Context: an optimization exercise on an open-source flow, tuned for small area. The choices shown serve that exercise and are no tape-out recipe. Function was checked by simulation only, so behaviour that the tests miss may differ from the original.

==> flow/design.v (outline; a module is shown in full before it is edited, if it fits) <==
// module cordic_cia: 39 lines
// module cordic_sx: 32 lines
// module cordic: 843 lines
module cordic (
	input clk,
	input rst,
	input in_valid,
	input signed [31:0] angle,
	output reg out_valid,
	output signed [31:0] cosine,
	output signed [31:0] sine,
	output signed [31:0] finalAngle
);
  // ...
==> flow/run.sh <==
#!/bin/bash
# synth_recipe.tcl (not shown) runs the flow's synth.tcl, then flattens the netlist and writes it again
# the make line also repeats each setting of config.mk as NAME=value (left out here)
make -C /OpenROAD-flow-scripts/flow DESIGN_CONFIG=/design/flow/config.mk WORK_HOME=/design/flow/orfs CLKGATE_MAP_FILE= SYNTH_SCRIPT=/design/flow/synth_recipe.tcl finish
==> flow/config.mk <==
export PLATFORM = sky130hd
export DESIGN_NAME = cordic
export DESIGN_NICKNAME = cordic
export VERILOG_FILES = /design/flow/design.v
export SDC_FILE = /design/flow/constraint.sdc
export NUM_CORES = 4
export LEC_CHECK = 0
export CAP_MARGIN = 20
export CORE_MARGIN = 2
export CORE_UTILIZATION = 40
export CTS_BUF_LIST = sky130_fd_sc_hd__clkbuf_16
export CTS_CLUSTER_DIAMETER = 150
export CTS_CLUSTER_SIZE = 25
export SLEW_MARGIN = 20
==> flow/constraint.sdc <==
create_clock -name core_clock -period 15.0 [get_ports {clk}]
set_input_delay 3.0000 -clock core_clock [delete_from_list [all_inputs] [get_ports {clk}]]
set_output_delay 3.0000 -clock core_clock [all_outputs]
set_load 0.01 [all_outputs]
==> summary.txt, run 1 <==
Clocking
  – CTS buffer count: 57
  – Clock Path Buffers: 3
  – CTS H-tree depth: 2

Floorplan
  – Starting density of the core: 0.403
  – Core area: 230,000 um2

Final layout
  – Clock network area share: 0.0159
  – Fill cells: between 20,000 and 25,000
  – Final non-filler cell area: 98,400 um2
  – Commonest non-fill, non-tap cell in the layout: dfxtp_1
  – Non-clock inverter count: 854
  – Share of cells above drive strength 1: 0.0360
  – CLK BUF: 57
  – Sequential share of cell area: 0.261

Timing
  – RSZ-0062 raised after global routing: false
  – Clock Skew: 73.4 ps
  – Final hold vios: 0
  – Tightest Pin Transition: 1120 ps
  – Slew HR: 0.244

Min path
  – Worst Min Path Start: d19_s8
  – WHS Endpoint: d19_s9

Critical path
  – Worst setup path endpoint: cosine[31]
  – Reg2reg end: x20_s10[29]
  – Register-to-register setup slack: 850 ps

Synth
  – Cell Area, Synth: approximately 93,000 um2
  – Synth area leader: dfxtp_1
  – Seq/Total Area, Yosys: 0.277
  – Async S/R FF share, synth: 0

Routing
  – DR WL met3: 5650 um
  – Post-DRT Antenna Nets: 0

Global route
  – M2 GR Usage: 0.331

Placement
  – Pre-CTS WS: 375 ps

Outcome
  – Status: finished clean
==> run 2, diff against run 1 <==
--- a/flow/design.v
+++ b/flow/design.v
@@ -64,16 +64,39 @@
 generate
 	for (k = 0; k < N - LO; k = k + 1) begin : hi
 		assign p1[k+1] = p1[k] & a[LO+k];
 		assign p0[k+1] = p0[k] & ~a[LO+k];
 		assign s[LO+k] = a[LO+k] ^ ((inc & p1[k]) | (dec & p0[k]));
 	end
 endgenerate
 endmodule
+module cordic_tsh #(parameter N = 15, parameter M = 0) (
+	input [N-1:0] h,
+	input inc,
+	input dec,
+	output [((N - M > 1) ? N - M : 1) - 1:0] t
+);
+localparam W = (N - M > 1) ? N - M : 1;
+localparam M1 = N - W;
+wire [N:0] p1;            
+wire [N:0] p0;            
+assign p1[0] = 1'b1;
+assign p0[0] = 1'b1;
+genvar k;
+generate
+	for (k = 0; k < N; k = k + 1) begin : pre
+		assign p1[k+1] = p1[k] & h[k];
+		assign p0[k+1] = p0[k] & ~h[k];
+	end
+	for (k = 0; k < W; k = k + 1) begin : ob
+		assign t[k] = h[M1+k] ^ ((inc & p1[M1+k]) | (dec & p0[M1+k]));
+	end
+endgenerate
+endmodule
 module cordic (
 	input clk,
 	input rst,
 	input in_valid,
 	input signed [31:0] angle,
 	output reg out_valid,
 	output signed [31:0] cosine,
 	output signed [31:0] sine,
@@ -539,96 +562,170 @@
 wire [29:0] y14;
 cordic_sx #(30, 16, 12) ux13 (.a(x13), .b({1'b0, y13[28:13]} ^ {17{nd13}}), .sgn(y13[29] ^ nd13), .cin(nd13), .s(x14));
 cordic_sx #(30, 16, 12) uy13 (.a(y13), .b({1'b0, x13[28:13]} ^ {17{d13_s6}}), .sgn(x13[29] ^ d13_s6), .cin(d13_s6), .s(y14));
 wire [0:0] nd14 = ~d14_s7;
 wire [29:0] x15;
 wire [29:0] y15;
 cordic_sx #(30, 15, 12) ux14 (.a(x14_s7), .b({1'b0, y14_s7[28:14]} ^ {16{nd14}}), .sgn(y14_s7[29] ^ nd14), .cin(nd14), .s(x15));
 cordic_sx #(30, 15, 12) uy14 (.a(y14_s7), .b({1'b0, x14_s7[28:14]} ^ {16{d14_s7}}), .sgn(x14_s7[29] ^ d14_s7), .cin(d14_s7), .s(y15));
+wire [14:0] XH = x15[29:15];
+wire [14:0] YH = y15[29:15];
+wire [16:0] lx15 = {2'b00, x15[14:0]};
+wire [16:0] ly15 = {2'b00, y15[14:0]};
 wire [0:0] nd15 = ~d15_s7;
-wire [29:0] x16;
-wire [29:0] y16;
-cordic_sx #(30, 14, 12) ux15 (.a(x15), .b({1'b0, y15[28:15]} ^ {15{nd15}}), .sgn(y15[29] ^ nd15), .cin(nd15), .s(x16));
-cordic_sx #(30, 14, 12) uy15 (.a(y15), .b({1'b0, x15[28:15]} ^ {15{d15_s7}}), .sgn(x15[29] ^ d15_s7), .cin(d15_s7), .s(y16));
+wire [14:0] tx15;
+wire [14:0] ty15;
+cordic_tsh #(15, 0) utx15 (.h(XH), .inc(~lx15[16] & lx15[15]), .dec(lx15[16] & lx15[15]), .t(tx15));
+cordic_tsh #(15, 0) uty15 (.h(YH), .inc(~ly15[16] & ly15[15]), .dec(ly15[16] & ly15[15]), .t(ty15));
+wire [16:0] lx16;
+wire [16:0] ly16;
+cordic_sx #(17, 14, 12) ulx15 (.a(lx15), .b({1'b0, ty15[13:0]} ^ {15{nd15}}), .sgn(ty15[14] ^ nd15), .cin(nd15), .s(lx16));
+cordic_sx #(17, 14, 12) uly15 (.a(ly15), .b({1'b0, tx15[13:0]} ^ {15{d15_s7}}), .sgn(tx15[14] ^ d15_s7), .cin(d15_s7), .s(ly16));
 wire [0:0] nd16 = ~d16_s8;
-wire [29:0] x17;
-wire [29:0] y17;
-cordic_sx #(30, 13, 10) ux16 (.a(x16_s8), .b({1'b0, y16_s8[28:16]} ^ {14{nd16}}), .sgn(y16_s8[29] ^ nd16), .cin(nd16), .s(x17));
-cordic_sx #(30, 13, 10) uy16 (.a(y16_s8), .b({1'b0, x16_s8[28:16]} ^ {14{d16_s8}}), .sgn(x16_s8[29] ^ d16_s8), .cin(d16_s8), .s(y17));
+wire [13:0] tx16;
+wire [13:0] ty16;
+cordic_tsh #(15, 1) utx16 (.h(XH_s8), .inc(~lx16_s8[16] & lx16_s8[15]), .dec(lx16_s8[16] & lx16_s8[15]), .t(tx16));
+cordic_tsh #(15, 1) uty16 (.h(YH_s8), .inc(~ly16_s8[16] & ly16_s8[15]), .dec(ly16_s8[16] & ly16_s8[15]), .t(ty16));
+wire [16:0] lx17;
+wire [16:0] ly17;
+cordic_sx #(17, 13, 10) ulx16 (.a(lx16_s8), .b({1'b0, ty16[12:0]} ^ {14{nd16}}), .sgn(ty16[13] ^ nd16), .cin(nd16), .s(lx17));
+cordic_sx #(17, 13, 10) uly16 (.a(ly16_s8), .b({1'b0, tx16[12:0]} ^ {14{d16_s8}}), .sgn(tx16[13] ^ d16_s8), .cin(d16_s8), .s(ly17));
 wire [0:0] nd17 = ~d17_s8;
-wire [29:0] x18;
-wire [29:0] y18;
-cordic_sx #(30, 12, 10) ux17 (.a(x17), .b({1'b0, y17[28:17]} ^ {13{nd17}}), .sgn(y17[29] ^ nd17), .cin(nd17), .s(x18));
-cordic_sx #(30, 12, 10) uy17 (.a(y17), .b({1'b0, x17[28:17]} ^ {13{d17_s8}}), .sgn(x17[29] ^ d17_s8), .cin(d17_s8), .s(y18));
+wire [12:0] tx17;
+wire [12:0] ty17;
+cordic_tsh #(15, 2) utx17 (.h(XH_s8), .inc(~lx17[16] & lx17[15]), .dec(lx17[16] & lx17[15]), .t(tx17));
+cordic_tsh #(15, 2) uty17 (.h(YH_s8), .inc(~ly17[16] & ly17[15]), .dec(ly17[16] & ly17[15]), .t(ty17));
+wire [16:0] lx18;
+wire [16:0] ly18;
+cordic_sx #(17, 12, 10) ulx17 (.a(lx17), .b({1'b0, ty17[11:0]} ^ {13{nd17}}), .sgn(ty17[12] ^ nd17), .cin(nd17), .s(lx18));
+cordic_sx #(17, 12, 10) uly17 (.a(ly17), .b({1'b0, tx17[11:0]} ^ {13{d17_s8}}), .sgn(tx17[12] ^ d17_s8), .cin(d17_s8), .s(ly18));
 wire [0:0] nd18 = ~d18_s9;
-wire [29:0] x19;
-wire [29:0] y19;
-cordic_sx #(30, 11, 12) ux18 (.a(x18_s9), .b({1'b0, y18_s9[28:18]} ^ {12{nd18}}), .sgn(y18_s9[29] ^ nd18), .cin(nd18), .s(x19));
-cordic_sx #(30, 11, 12) uy18 (.a(y18_s9), .b({1'b0, x18_s9[28:18]} ^ {12{d18_s9}}), .sgn(x18_s9[29] ^ d18_s9), .cin(d18_s9), .s(y19));
+wire [11:0] tx18;
+wire [11:0] ty18;
+cordic_tsh #(15, 3) utx18 (.h(XH_s9), .inc(~lx18_s9[16] & lx18_s9[15]), .dec(lx18_s9[16] & lx18_s9[15]), .t(tx18));
+cordic_tsh #(15, 3) uty18 (.h(YH_s9), .inc(~ly18_s9[16] & ly18_s9[15]), .dec(ly18_s9[16] & ly18_s9[15]), .t(ty18));
+wire [16:0] lx19;
+wire [16:0] ly19;
+cordic_sx #(17, 11, 12) ulx18 (.a(lx18_s9), .b({1'b0, ty18[10:0]} ^ {12{nd18}}), .sgn(ty18[11] ^ nd18), .cin(nd18), .s(lx19));
+cordic_sx #(17, 11, 12) uly18 (.a(ly18_s9), .b({1'b0, tx18[10:0]} ^ {12{d18_s9}}), .sgn(tx18[11] ^ d18_s9), .cin(d18_s9), .s(ly19));
 wire [0:0] nd19 = ~d19_s9;
-wire [29:0] x20;
-wire [29:0] y20;
-cordic_sx #(30, 10, 12) ux19 (.a(x19), .b({1'b0, y19[28:19]} ^ {11{nd19}}), .sgn(y19[29] ^ nd19), .cin(nd19), .s(x20));
-cordic_sx #(30, 10, 12) uy19 (.a(y19), .b({1'b0, x19[28:19]} ^ {11{d19_s9}}), .sgn(x19[29] ^ d19_s9), .cin(d19_s9), .s(y20));
+wire [10:0] tx19;
+wire [10:0] ty19;
+cordic_tsh #(15, 4) utx19 (.h(XH_s9), .inc(~lx19[16] & lx19[15]), .dec(lx19[16] & lx19[15]), .t(tx19));
+cordic_tsh #(15, 4) uty19 (.h(YH_s9), .inc(~ly19[16] & ly19[15]), .dec(ly19[16] & ly19[15]), .t(ty19));
+wire [16:0] lx20;
+wire [16:0] ly20;
+cordic_sx #(17, 10, 12) ulx19 (.a(lx19), .b({1'b0, ty19[9:0]} ^ {11{nd19}}), .sgn(ty19[10] ^ nd19), .cin(nd19), .s(lx20));
+cordic_sx #(17, 10, 12) uly19 (.a(ly19), .b({1'b0, tx19[9:0]} ^ {11{d19_s9}}), .sgn(tx19[10] ^ d19_s9), .cin(d19_s9), .s(ly20));
 wire [0:0] nd20 = ~d20_s10;
-wire [29:0] x21;
-wire [29:0] y21;
-cordic_sx #(30, 9, 12) ux20 (.a(x20_s10), .b({1'b0, y20_s10[28:20]} ^ {10{nd20}}), .sgn(y20_s10[29] ^ nd20), .cin(nd20), .s(x21));
-cordic_sx #(30, 9, 12) uy20 (.a(y20_s10), .b({1'b0, x20_s10[28:20]} ^ {10{d20_s10}}), .sgn(x20_s10[29] ^ d20_s10), .cin(d20_s10), .s(y21));
+wire [9:0] tx20;
+wire [9:0] ty20;
+cordic_tsh #(15, 5) utx20 (.h(XH_s10), .inc(~lx20_s10[16] & lx20_s10[15]), .dec(lx20_s10[16] & lx20_s10[15]), .t(tx20));
+cordic_tsh #(15, 5) uty20 (.h(YH_s10), .inc(~ly20_s10[16] & ly20_s10[15]), .dec(ly20_s10[16] & ly20_s10[15]), .t(ty20));
+wire [16:0] lx21;
+wire [16:0] ly21;
+cordic_sx #(17, 9, 12) ulx20 (.a(lx20_s10), .b({1'b0, ty20[8:0]} ^ {10{nd20}}), .sgn(ty20[9] ^ nd20), .cin(nd20), .s(lx21));
+cordic_sx #(17, 9, 12) uly20 (.a(ly20_s10), .b({1'b0, tx20[8:0]} ^ {10{d20_s10}}), .sgn(tx20[9] ^ d20_s10), .cin(d20_s10), .s(ly21));
 wire [0:0] nd21 = ~d21_s10;
-wire [29:0] x22;
-wire [29:0] y22;
-cordic_sx #(30, 8, 12) ux21 (.a(x21), .b({1'b0, y21[28:21]} ^ {9{nd21}}), .sgn(y21[29] ^ nd21), .cin(nd21), .s(x22));
-cordic_sx #(30, 8, 12) uy21 (.a(y21), .b({1'b0, x21[28:21]} ^ {9{d21_s10}}), .sgn(x21[29] ^ d21_s10), .cin(d21_s10), .s(y22));
+wire [8:0] tx21;
+wire [8:0] ty21;
+cordic_tsh #(15, 6) utx21 (.h(XH_s10), .inc(~lx21[16] & lx21[15]), .dec(lx21[16] & lx21[15]), .t(tx21));
+cordic_tsh #(15, 6) uty21 (.h(YH_s10), .inc(~ly21[16] & ly21[15]), .dec(ly21[16] & ly21[15]), .t(ty21));
+wire [16:0] lx22;
+wire [16:0] ly22;
+cordic_sx #(17, 8, 12) ulx21 (.a(lx21), .b({1'b0, ty21[7:0]} ^ {9{nd21}}), .sgn(ty21[8] ^ nd21), .cin(nd21), .s(lx22));
+cordic_sx #(17, 8, 12) uly21 (.a(ly21), .b({1'b0, tx21[7:0]} ^ {9{d21_s10}}), .sgn(tx21[8] ^ d21_s10), .cin(d21_s10), .s(ly22));
 wire [0:0] nd22 = ~d22_s11;
-wire [29:0] x23;
-wire [29:0] y23;
-cordic_sx #(30, 7, 14) ux22 (.a(x22_s11), .b({1'b0, y22_s11[28:22]} ^ {8{nd22}}), .sgn(y22_s11[29] ^ nd22), .cin(nd22), .s(x23));
-cordic_sx #(30, 7, 14) uy22 (.a(y22_s11), .b({1'b0, x22_s11[28:22]} ^ {8{d22_s11}}), .sgn(x22_s11[29] ^ d22_s11), .cin(d22_s11), .s(y23));
+wire [7:0] tx22;
+wire [7:0] ty22;
+cordic_tsh #(15, 7) utx22 (.h(XH_s11), .inc(~lx22_s11[16] & lx22_s11[15]), .dec(lx22_s11[16] & lx22_s11[15]), .t(tx22));
+cordic_tsh #(15, 7) uty22 (.h(YH_s11), .inc(~ly22_s11[16] & ly22_s11[15]), .dec(ly22_s11[16] & ly22_s11[15]), .t(ty22));
+wire [16:0] lx23;
+wire [16:0] ly23;
+cordic_sx #(17, 7, 14) ulx22 (.a(lx22_s11), .b({1'b0, ty22[6:0]} ^ {8{nd22}}), .sgn(ty22[7] ^ nd22), .cin(nd22), .s(lx23));
+cordic_sx #(17, 7, 14) uly22 (.a(ly22_s11), .b({1'b0, tx22[6:0]} ^ {8{d22_s11}}), .sgn(tx22[7] ^ d22_s11), .cin(d22_s11), .s(ly23));
 wire [0:0] nd23 = ~d23_s11;
-wire [29:0] x24;
-wire [29:0] y24;
-cordic_sx #(30, 6, 14) ux23 (.a(x23), .b({1'b0, y23[28:23]} ^ {7{nd23}}), .sgn(y23[29] ^ nd23), .cin(nd23), .s(x24));
-cordic_sx #(30, 6, 14) uy23 (.a(y23), .b({1'b0, x23[28:23]} ^ {7{d23_s11}}), .sgn(x23[29] ^ d23_s11), .cin(d23_s11), .s(y24));
+wire [6:0] tx23;
+wire [6:0] ty23;
+cordic_tsh #(15, 8) utx23 (.h(XH_s11), .inc(~lx23[16] & lx23[15]), .dec(lx23[16] & lx23[15]), .t(tx23));
+cordic_tsh #(15, 8) uty23 (.h(YH_s11), .inc(~ly23[16] & ly23[15]), .dec(ly23[16] & ly23[15]), .t(ty23));
+wire [16:0] lx24;
+wire [16:0] ly24;
+cordic_sx #(17, 6, 14) ulx23 (.a(lx23), .b({1'b0, ty23[5:0]} ^ {7{nd23}}), .sgn(ty23[6] ^ nd23), .cin(nd23), .s(lx24));
+cordic_sx #(17, 6, 14) uly23 (.a(ly23), .b({1'b0, tx23[5:0]} ^ {7{d23_s11}}), .sgn(tx23[6] ^ d23_s11), .cin(d23_s11), .s(ly24));
 wire [0:0] nd24 = ~d24_s12;
-wire [29:0] x25;
-wire [29:0] y25;
-cordic_sx #(30, 5, 12) ux24 (.a(x24_s12), .b({1'b0, y24_s12[28:24]} ^ {6{nd24}}), .sgn(y24_s12[29] ^ nd24), .cin(nd24), .s(x25));
-cordic_sx #(30, 5, 12) uy24 (.a(y24_s12), .b({1'b0, x24_s12[28:24]} ^ {6{d24_s12}}), .sgn(x24_s12[29] ^ d24_s12), .cin(d24_s12), .s(y25));
+wire [5:0] tx24;
+wire [5:0] ty24;
+cordic_tsh #(15, 9) utx24 (.h(XH_s12), .inc(~lx24_s12[16] & lx24_s12[15]), .dec(lx24_s12[16] & lx24_s12[15]), .t(tx24));
+cordic_tsh #(15, 9) uty24 (.h(YH_s12), .inc(~ly24_s12[16] & ly24_s12[15]), .dec(ly24_s12[16] & ly24_s12[15]), .t(ty24));
+wire [16:0] lx25;
+wire [16:0] ly25;
+cordic_sx #(17, 5, 12) ulx24 (.a(lx24_s12), .b({1'b0, ty24[4:0]} ^ {6{nd24}}), .sgn(ty24[5] ^ nd24), .cin(nd24), .s(lx25));
+cordic_sx #(17, 5, 12) uly24 (.a(ly24_s12), .b({1'b0, tx24[4:0]} ^ {6{d24_s12}}), .sgn(tx24[5] ^ d24_s12), .cin(d24_s12), .s(ly25));
 wire [0:0] nd25 = ~d25_s12;
-wire [29:0] x26;
-wire [29:0] y26;
-cordic_sx #(30, 4, 12) ux25 (.a(x25), .b({1'b0, y25[28:25]} ^ {5{nd25}}), .sgn(y25[29] ^ nd25), .cin(nd25), .s(x26));
-cordic_sx #(30, 4, 12) uy25 (.a(y25), .b({1'b0, x25[28:25]} ^ {5{d25_s12}}), .sgn(x25[29] ^ d25_s12), .cin(d25_s12), .s(y26));
+wire [4:0] tx25;
+wire [4:0] ty25;
+cordic_tsh #(15, 10) utx25 (.h(XH_s12), .inc(~lx25[16] & lx25[15]), .dec(lx25[16] & lx25[15]), .t(tx25));
+cordic_tsh #(15, 10) uty25 (.h(YH_s12), .inc(~ly25[16] & ly25[15]), .dec(ly25[16] & ly25[15]), .t(ty25));
+wire [16:0] lx26;
+wire [16:0] ly26;
+cordic_sx #(17, 4, 12) ulx25 (.a(lx25), .b({1'b0, ty25[3:0]} ^ {5{nd25}}), .sgn(ty25[4] ^ nd25), .cin(nd25), .s(lx26));
+cordic_sx #(17, 4, 12) uly25 (.a(ly25), .b({1'b0, tx25[3:0]} ^ {5{d25_s12}}), .sgn(tx25[4] ^ d25_s12), .cin(d25_s12), .s(ly26));
 wire [0:0] nd26 = ~d26_s12;
-wire [29:0] x27;
-wire [29:0] y27;
-cordic_sx #(30, 3, 12) ux26 (.a(x26), .b({1'b0, y26[28:26]} ^ {4{nd26}}), .sgn(y26[29] ^ nd26), .cin(nd26), .s(x27));
-cordic_sx #(30, 3, 12) uy26 (.a(y26), .b({1'b0, x26[28:26]} ^ {4{d26_s12}}), .sgn(x26[29] ^ d26_s12), .cin(d26_s12), .s(y27));
+wire [3:0] tx26;
+wire [3:0] ty26;
+cordic_tsh #(15, 11) utx26 (.h(XH_s12), .inc(~lx26[16] & lx26[15]), .dec(lx26[16] & lx26[15]), .t(tx26));
+cordic_tsh #(15, 11) uty26 (.h(YH_s12), .inc(~ly26[16] & ly26[15]), .dec(ly26[16] & ly26[15]), .t(ty26));
+wire [16:0] lx27;
+wire [16:0] ly27;
+cordic_sx #(17, 3, 12) ulx26 (.a(lx26), .b({1'b0, ty26[2:0]} ^ {4{nd26}}), .sgn(ty26[3] ^ nd26), .cin(nd26), .s(lx27));
+cordic_sx #(17, 3, 12) uly26 (.a(ly26), .b({1'b0, tx26[2:0]} ^ {4{d26_s12}}), .sgn(tx26[3] ^ d26_s12), .cin(d26_s12), .s(ly27));
 wire [0:0] nd27 = ~d27_s13;
-wire [29:0] x28;
-wire [29:0] y28;
-cordic_sx #(30, 2, 12) ux27 (.a(x27_s13), .b({1'b0, y27_s13[28:27]} ^ {3{nd27}}), .sgn(y27_s13[29] ^ nd27), .cin(nd27), .s(x28));
-cordic_sx #(30, 2, 12) uy27 (.a(y27_s13), .b({1'b0, x27_s13[28:27]} ^ {3{d27_s13}}), .sgn(x27_s13[29] ^ d27_s13), .cin(d27_s13), .s(y28));
+wire [2:0] tx27;
+wire [2:0] ty27;
+cordic_tsh #(15, 12) utx27 (.h(XH_s13), .inc(~lx27_s13[16] & lx27_s13[15]), .dec(lx27_s13[16] & lx27_s13[15]), .t(tx27));
+cordic_tsh #(15, 12) uty27 (.h(YH_s13), .inc(~ly27_s13[16] & ly27_s13[15]), .dec(ly27_s13[16] & ly27_s13[15]), .t(ty27));
+wire [16:0] lx28;
+wire [16:0] ly28;
+cordic_sx #(17, 2, 12) ulx27 (.a(lx27_s13), .b({1'b0, ty27[1:0]} ^ {3{nd27}}), .sgn(ty27[2] ^ nd27), .cin(nd27), .s(lx28));
+cordic_sx #(17, 2, 12) uly27 (.a(ly27_s13), .b({1'b0, tx27[1:0]} ^ {3{d27_s13}}), .sgn(tx27[2] ^ d27_s13), .cin(d27_s13), .s(ly28));
 wire [0:0] nd28 = ~d28_s13;
-wire [29:0] x29;
-wire [29:0] y29;
-cordic_sx #(30, 1, 12) ux28 (.a(x28), .b({1'b0, y28[28:28]} ^ {2{nd28}}), .sgn(y28[29] ^ nd28), .cin(nd28), .s(x29));
-cordic_sx #(30, 1, 12) uy28 (.a(y28), .b({1'b0, x28[28:28]} ^ {2{d28_s13}}), .sgn(x28[29] ^ d28_s13), .cin(d28_s13), .s(y29));
+wire [1:0] tx28;
+wire [1:0] ty28;
+cordic_tsh #(15, 13) utx28 (.h(XH_s13), .inc(~lx28[16] & lx28[15]), .dec(lx28[16] & lx28[15]), .t(tx28));
+cordic_tsh #(15, 13) uty28 (.h(YH_s13), .inc(~ly28[16] & ly28[15]), .dec(ly28[16] & ly28[15]), .t(ty28));
+wire [16:0] lx29;
+wire [16:0] ly29;
+cordic_sx #(17, 1, 12) ulx28 (.a(lx28), .b({1'b0, ty28[0:0]} ^ {2{nd28}}), .sgn(ty28[1] ^ nd28), .cin(nd28), .s(lx29));
+cordic_sx #(17, 1, 12) uly28 (.a(ly28), .b({1'b0, tx28[0:0]} ^ {2{d28_s13}}), .sgn(tx28[1] ^ d28_s13), .cin(d28_s13), .s(ly29));
 wire [0:0] nd29 = ~d29_s13;
-wire [29:0] x30;
-wire [29:0] y30;
-cordic_sx #(30, 0, 12) ux29 (.a(x29), .b(1'b0 ^ {1{nd29}}), .sgn(y29[29] ^ nd29), .cin(nd29), .s(x30));
-cordic_sx #(30, 0, 12) uy29 (.a(y29), .b(1'b0 ^ {1{d29_s13}}), .sgn(x29[29] ^ d29_s13), .cin(d29_s13), .s(y30));
+wire [0:0] tx29;
+wire [0:0] ty29;
+cordic_tsh #(15, 14) utx29 (.h(XH_s13), .inc(~lx29[16] & lx29[15]), .dec(lx29[16] & lx29[15]), .t(tx29));
+cordic_tsh #(15, 14) uty29 (.h(YH_s13), .inc(~ly29[16] & ly29[15]), .dec(ly29[16] & ly29[15]), .t(ty29));
+wire [16:0] lx30;
+wire [16:0] ly30;
+cordic_sx #(17, 0, 12) ulx29 (.a(lx29), .b(1'b0 ^ {1{nd29}}), .sgn(ty29[0] ^ nd29), .cin(nd29), .s(lx30));
+cordic_sx #(17, 0, 12) uly29 (.a(ly29), .b(1'b0 ^ {1{d29_s13}}), .sgn(tx29[0] ^ d29_s13), .cin(d29_s13), .s(ly30));
 wire [0:0] nd30 = ~d30_s13;
-wire [29:0] x31;
-wire [29:0] y31;
-cordic_sx #(30, 0, 12) ux30 (.a(x30), .b(1'b0 ^ {1{nd30}}), .sgn(y30[29] ^ nd30), .cin(nd30), .s(x31));
-cordic_sx #(30, 0, 12) uy30 (.a(y30), .b(1'b0 ^ {1{d30_s13}}), .sgn(x30[29] ^ d30_s13), .cin(d30_s13), .s(y31));
+wire [0:0] tx30;
+wire [0:0] ty30;
+cordic_tsh #(15, 14) utx30 (.h(XH_s13), .inc(~lx30[16] & lx30[15]), .dec(lx30[16] & lx30[15]), .t(tx30));
+cordic_tsh #(15, 14) uty30 (.h(YH_s13), .inc(~ly30[16] & ly30[15]), .dec(ly30[16] & ly30[15]), .t(ty30));
+wire [16:0] lx31;
+wire [16:0] ly31;
+cordic_sx #(17, 0, 12) ulx30 (.a(lx30), .b(1'b0 ^ {1{nd30}}), .sgn(ty30[0] ^ nd30), .cin(nd30), .s(lx31));
+cordic_sx #(17, 0, 12) uly30 (.a(ly30), .b(1'b0 ^ {1{d30_s13}}), .sgn(tx30[0] ^ d30_s13), .cin(d30_s13), .s(ly31));
+wire [14:0] XR;
+wire [14:0] YR;
+cordic_tsh #(15, 0) urx (.h(XH_s13), .inc(~lx31[16] & lx31[15]), .dec(lx31[16] & lx31[15]), .t(XR));
+cordic_tsh #(15, 0) ury (.h(YH_s13), .inc(~ly31[16] & ly31[15]), .dec(ly31[16] & ly31[15]), .t(YR));
+wire [29:0] x31 = {XR, lx31[14:0]};
+wire [29:0] y31 = {YR, ly31[14:0]};
 assign sine = {{2{x31[29]}}, x31};
 assign cosine = {{2{y31[29]}}, y31};
 assign finalAngle = {1'b0, fin_s13};
 reg [11:0] vpipe;
 always @(posedge clk) begin
 	if (rst) begin
 		vpipe <= 12'd0;
 		out_valid <= 1'b0;
@@ -744,74 +841,90 @@
 reg [0:0] d14_s6;
 always @(posedge clk) d14_s6 <= d14_s5;
 reg [0:0] d14_s7;
 always @(posedge clk) d14_s7 <= d14_s6;
 reg [0:0] d15_s6;
 always @(posedge clk) d15_s6 <= d15;
 reg [0:0] d15_s7;
 always @(posedge clk) d15_s7 <= d15_s6;
-reg [29:0] x16_s8;
-always @(posedge clk) x16_s8 <= x16;
-reg [29:0] y16_s8;
-always @(posedge clk) y16_s8 <= y16;
+reg [14:0] XH_s8;
+always @(posedge clk) XH_s8 <= XH;
+reg [14:0] YH_s8;
+always @(posedge clk) YH_s8 <= YH;
+reg [16:0] lx16_s8;
+always @(posedge clk) lx16_s8 <= lx16;
+reg [16:0] ly16_s8;
+always @(posedge clk) ly16_s8 <= ly16;
 reg [0:0] d16_s6;
 always @(posedge clk) d16_s6 <= d16;
 reg [0:0] d16_s7;
 always @(posedge clk) d16_s7 <= d16_s6;
 reg [0:0] d16_s8;
 always @(posedge clk) d16_s8 <= d16_s7;
 reg [0:0] d17_s6;
 always @(posedge clk) d17_s6 <= d17;
 reg [0:0] d17_s7;
 always @(posedge clk) d17_s7 <= d17_s6;
 reg [0:0] d17_s8;
 always @(posedge clk) d17_s8 <= d17_s7;
-reg [29:0] x18_s9;
-always @(posedge clk) x18_s9 <= x18;
-reg [29:0] y18_s9;
-always @(posedge clk) y18_s9 <= y18;
+reg [14:0] XH_s9;
+always @(posedge clk) XH_s9 <= XH_s8;
+reg [14:0] YH_s9;
+always @(posedge clk) YH_s9 <= YH_s8;
+reg [16:0] lx18_s9;
+always @(posedge clk) lx18_s9 <= lx18;
+reg [16:0] ly18_s9;
+always @(posedge clk) ly18_s9 <= ly18;
 reg [0:0] d18_s6;
 always @(posedge clk) d18_s6 <= d18;
 reg [0:0] d18_s7;
 always @(posedge clk) d18_s7 <= d18_s6;
 reg [0:0] d18_s8;
 always @(posedge clk) d18_s8 <= d18_s7;
 reg [0:0] d18_s9;
 always @(posedge clk) d18_s9 <= d18_s8;
 reg [0:0] d19_s7;
 always @(posedge clk) d19_s7 <= d19;
 reg [0:0] d19_s8;
 always @(posedge clk) d19_s8 <= d19_s7;
 reg [0:0] d19_s9;
 always @(posedge clk) d19_s9 <= d19_s8;
-reg [29:0] x20_s10;
-always @(posedge clk) x20_s10 <= x20;
-reg [29:0] y20_s10;
-always @(posedge clk) y20_s10 <= y20;
+reg [14:0] XH_s10;
+always @(posedge clk) XH_s10 <= XH_s9;
+reg [14:0] YH_s10;
+always @(posedge clk) YH_s10 <= YH_s9;
+reg [16:0] lx20_s10;
+always @(posedge clk) lx20_s10 <= lx20;
+reg [16:0] ly20_s10;
+always @(posedge clk) ly20_s10 <= ly20;
 reg [0:0] d20_s7;
 always @(posedge clk) d20_s7 <= d20;
 reg [0:0] d20_s8;
 always @(posedge clk) d20_s8 <= d20_s7;
 reg [0:0] d20_s9;
 always @(posedge clk) d20_s9 <= d20_s8;
 reg [0:0] d20_s10;
 always @(posedge clk) d20_s10 <= d20_s9;
 reg [0:0] d21_s7;
 always @(posedge clk) d21_s7 <= d21;
 reg [0:0] d21_s8;
 always @(posedge clk) d21_s8 <= d21_s7;
 reg [0:0] d21_s9;
 always @(posedge clk) d21_s9 <= d21_s8;
 reg [0:0] d21_s10;
 always @(posedge clk) d21_s10 <= d21_s9;
-reg [29:0] x22_s11;
-always @(posedge clk) x22_s11 <= x22;
-reg [29:0] y22_s11;
-always @(posedge clk) y22_s11 <= y22;
+reg [14:0] XH_s11;
+always @(posedge clk) XH_s11 <= XH_s10;
+reg [14:0] YH_s11;
+always @(posedge clk) YH_s11 <= YH_s10;
+reg [16:0] lx22_s11;
+always @(posedge clk) lx22_s11 <= lx22;
+reg [16:0] ly22_s11;
+always @(posedge clk) ly22_s11 <= ly22;
 reg [0:0] d22_s7;
 always @(posedge clk) d22_s7 <= d22;
 reg [0:0] d22_s8;
 always @(posedge clk) d22_s8 <= d22_s7;
 reg [0:0] d22_s9;
 always @(posedge clk) d22_s9 <= d22_s8;
 reg [0:0] d22_s10;
 always @(posedge clk) d22_s10 <= d22_s9;
@@ -820,20 +933,24 @@
 reg [0:0] d23_s8;
 always @(posedge clk) d23_s8 <= d23;
 reg [0:0] d23_s9;
 always @(posedge clk) d23_s9 <= d23_s8;
 reg [0:0] d23_s10;
 always @(posedge clk) d23_s10 <= d23_s9;
 reg [0:0] d23_s11;
 always @(posedge clk) d23_s11 <= d23_s10;
-reg [29:0] x24_s12;
-always @(posedge clk) x24_s12 <= x24;
-reg [29:0] y24_s12;
-always @(posedge clk) y24_s12 <= y24;
+reg [14:0] XH_s12;
+always @(posedge clk) XH_s12 <= XH_s11;
+reg [14:0] YH_s12;
+always @(posedge clk) YH_s12 <= YH_s11;
+reg [16:0] lx24_s12;
+always @(posedge clk) lx24_s12 <= lx24;
+reg [16:0] ly24_s12;
+always @(posedge clk) ly24_s12 <= ly24;
 reg [0:0] d24_s8;
 always @(posedge clk) d24_s8 <= d24;
 reg [0:0] d24_s9;
 always @(posedge clk) d24_s9 <= d24_s8;
 reg [0:0] d24_s10;
 always @(posedge clk) d24_s10 <= d24_s9;
 reg [0:0] d24_s11;
 always @(posedge clk) d24_s11 <= d24_s10;
@@ -854,20 +971,24 @@
 reg [0:0] d26_s9;
 always @(posedge clk) d26_s9 <= d26_s8;
 reg [0:0] d26_s10;
 always @(posedge clk) d26_s10 <= d26_s9;
 reg [0:0] d26_s11;
 always @(posedge clk) d26_s11 <= d26_s10;
 reg [0:0] d26_s12;
 always @(posedge clk) d26_s12 <= d26_s11;
-reg [29:0] x27_s13;
-always @(posedge clk) x27_s13 <= x27;
-reg [29:0] y27_s13;
-always @(posedge clk) y27_s13 <= y27;
+reg [14:0] XH_s13;
+always @(posedge clk) XH_s13 <= XH_s12;
+reg [14:0] YH_s13;
+always @(posedge clk) YH_s13 <= YH_s12;
+reg [16:0] lx27_s13;
+always @(posedge clk) lx27_s13 <= lx27;
+reg [16:0] ly27_s13;
+always @(posedge clk) ly27_s13 <= ly27;
 reg [0:0] d27_s9;
 always @(posedge clk) d27_s9 <= d27;
 reg [0:0] d27_s10;
 always @(posedge clk) d27_s10 <= d27_s9;
 reg [0:0] d27_s11;
 always @(posedge clk) d27_s11 <= d27_s10;
 reg [0:0] d27_s12;
 always @(posedge clk) d27_s12 <= d27_s11;
==> run 2 against run 1 <==
  * Area after synthesis down 7.9%
  * Clock-buffer cell count up 2
  * Global-route usage down 0.68 points
  * Die area down 7.9%
  * Final area down 7.6%
  * Sequential share of layout area up 2.7 points
  * Fmax down 1.2%
  * Critical path depth up 4
  * Final cell count down 10%
  * Clock skew down 37 ps
  * Worst hold slack better by 51 ps
  * Critical path type unchanged
  * Highest routed layer unchanged
==> summary.txt, run 2 <==
Outcome
  – Status: finished clean

Placement
  – Gpl congestion: 0.885
  – IO buf count: 129
  – Dpl cell area: 89,100 um2
  – Final HPWL DP: about 150,000 um

Clocking
  – Clock Path Buffers: 3 (unchanged)
  – Root Driver: clkbuf_16
  – CTS buffer count: 59 (+3.5%)
  – CTS sink count: ~1,300
  – CTS H-tree depth: 2 (unchanged)
  – Clk Latency, worst-skew pair: 720 ps
  – CTS Hold Buffers Added: 0
  – TritonCTS clock tree: done
  – Worst-path clk slew: 90 ps

Final layout
  – Multi-input gate area: 55,000 um2
  – Nets@finish: 9,860
  – Area grow syn2layout: 6.67%
  – Reg area: 26,100 um2
  – Final non-filler cell area: 91,000 um2 (-7.6%)
  – Commonest non-fill, non-tap cell in the layout: dfxtp_1
  – Fill cells: 20,400 (-8.6%)
  – Most frequent cells in the layout: 1,292 x dfxtp_1, 1,082 x xnor2_1, 790 x inv_1, 719 x fa_1, 694 x xor2_1
  – Share of cells above drive strength 1: 0.0391 (+0.00313)
  – Fin util: 0.429

Floorplan
  – Cell Rows: 169
  – Core area: 212,000 um2 (-7.8%)
  – Die H: 466 um
  – Die width: 466 um
  – DIE AREA: 217,000 um2
  – Ports: 132
  – Starting density of the core: 0.402 (about the same)

Synth
  – Async S/R FF share, synth: 0 (unchanged)
  – Syn Nets: 9,952
  – Unique cell type count in the Yosys netlist: between 100 and 150
  – Seq/Total Area, Yosys: 0.306 (+0.0294)
  – Post-synthesis xor/xnor area fraction: 0.183
  – Synth Area in Compound Gates: 0.0786
  – Cell Area, Synth: 85,300 um2 (-7.9%)
  – Post-synth EDFFs: 0
  – Most used DFF post-synth: dfxtp_1
  – Syn avg cell area: 9.57 um2
  – Synth area leaders: dfxtp_1 31%, fa_1 17%, xnor2_1 11%
  – Synthesized flop and latch total: around 1,300
  – Main combinational cell family by area after synthesis: adder cells
  – Synth top area share: 0.306
  – Multiplexer share of the synthesized area: 0.0249
  – Post-synthesis adder-cell area fraction: 0.211
  – Top-count cell post-synth: dfxtp_1
  – Ys Warns: 1
  – Synth area leader: dfxtp_1
  – Synth Area in Simple Gates: 0.145
  – Top post-synthesis cells by count: 1,305 x dfxtp_1, 1,082 x xnor2_1, 788 x inv_1
  – Mapped Cells: 8,913

Global route
  – Vias in the first global route: 58,700
  – Initial antenna violation count: 1
  – First-pass GRT wire length: 305,000 um
  – Largest net degree at the start of global routing: 54
  – Tot GR Track Use: 0.170
  – Total global routing overflow: 0

Timing
  – Final number of setup-violating endpoints: 0
  – Final hold vios: 0 (unchanged)
  – Highest Clock Rate: 0.0694 GHz
  – Tightest Pin Transition: 1020 ps (-102 ps)
  – Clock Skew: 36.5 ps (-36.9 ps)
  – Slew HR: 0.317 (+0.0728)
  – Period Utilization, post-route: 0.961
  – TNS Setup: 0 ps
  – Final worst path period need: 14,410 ps
  – Slew Viols, Final: 0

Critical path
  – CP endpoint kind: output port
  – Max incr delay on CP: 720 ps
  – Most frequent CP cell: xnor2_1
  – Crit Path Max Fanout: 11
  – Startpoint types: flop
  – Critical Path RT: roughly 12,000 ps
  – Slowest cell on crit path: or4_1
  – Worst Path Arrival: roughly 11,000 ps
  – Crit path kind: reg -> out

Routing
  – Final wirelength: 186,000 um
  – First-pass DRT Iterations: 24
  – Via count: 58,100
  – DRT iter0 DRCs: around 3,300
  – Mean number of vias per cell: 4.98
  – DRC viols: 0
  – Post-DRT Antenna Nets: 0 (unchanged)
  – WL/cell: 15.9 um

Min path
  – Min-Delay Path Class: reg -> reg

Flow run
  – Max Cap Viol: 0
[run 2: logic make-up (layout without fill, tap and decap cells)]
group	after synthesis	in the layout
other cells	1	5
buf+inv	1136	1051
flops	1305	1305
compound gates	1058	1058
mux	206	206
xor+xnor	1781	1781
fa+ha+maj	1005	1005
simple gates	2421	2421
[run 2: cell type report]
type / instances / share of cell area
Antenna cell: 4 / 0.000110
Clock buffer: 59 / 0.0162
Clock inverter: 9 / 0.00114
Inverter: 793 / 0.0327
Multi-Input combinational cell: 6472 / 0.605
Sequential cell: 1305 / 0.287
Tap cell: 2821 / 0.0388
Timing Repair Buffer: 190 / 0.0192
[run 2: worst paths after layout]
kind | from | endpoint | slack (ps) | cells after the start
worst min register to register | d24_s11 | d24_s12 | 330 | 0
worst min-delay path | d24_s11 | d24_s12 | 330 | 0
worst max-delay path | XH_s13[1] | cosine[27] | 590 | 32
worst max register to register | d9_s5 | y12_s6[28] | 910 | 55
[run 2: worst max-delay path, delay by kind of cell, from the launching register on]
kind | cells | cell delay, ps
DFF | 1 | 400
muxes | 3 | 1200
AOI/OAI and AO/OA | 4 | 770
and+or+nand+nor | 16 | 5510
xor gates and xnor gates | 4 | 1330
buffers and inverters | 3 | 1000
adders and majority gates | 2 | 470
[run 2: timing repair]
action,CTS,global route
setup endpoints to repair,25,47
gates resized for setup,7,33
buffers inserted,3,4
endpoints found under the hold margin,0,0
pin swaps,2,2
[run 2: metrics by stage]
stage / std cells / hold slack, ps / worst slack (ps)
after floorplan: 8913 / 310 / 2010
after global routing: 11700 / 333 / -30.6
after detailed placement: 11600 / 312 / 391
after CTS: 11600 / 325 / 122
final: 11700 / 326 / 591
after global placement: 11600 / 310 / 683
[run 2: routing by layer]
metal	wire length, um	vias up	track usage
li1	-	29000	-
met4	3710	0	0.0345
met3	4370	188	0.0138
met2	94600	767	0.313
met5	0	-	0
met1	83100	28100	0.215

## afterwards: timing with drivers on the ports
The results above use ideal ports. As a check the final layouts listed here were re-extracted and re-timed, cells and wires unchanged. Step 1, drivers: a clkbuf_16 drives clk and a buf_2 each remaining input, both assumed. Step 2 also shifts input and output timing later by t, the mid clock arrival at the registers, as if the neighbouring blocks saw the same clock. a / b / c = ideal / step 1 / step 2; a / b = the first two.
| run | shift t [ns] | slack for setup (ns) | worst setup path at the end | clock arrival spread, ns | pins driven straight from the clock port |
|---|---|---|---|---|---|
| run 1 | 0.826 | 0.761 / 0.673 / 0.853 | register to register | 0.079 / 0.079 | 1 |
| run 2 | 0.786 | 0.591 / 0.507 / 0.906 | register to register | 0.039 / 0.039 | 1 |
After both steps setup and hold are still met in every run listed.
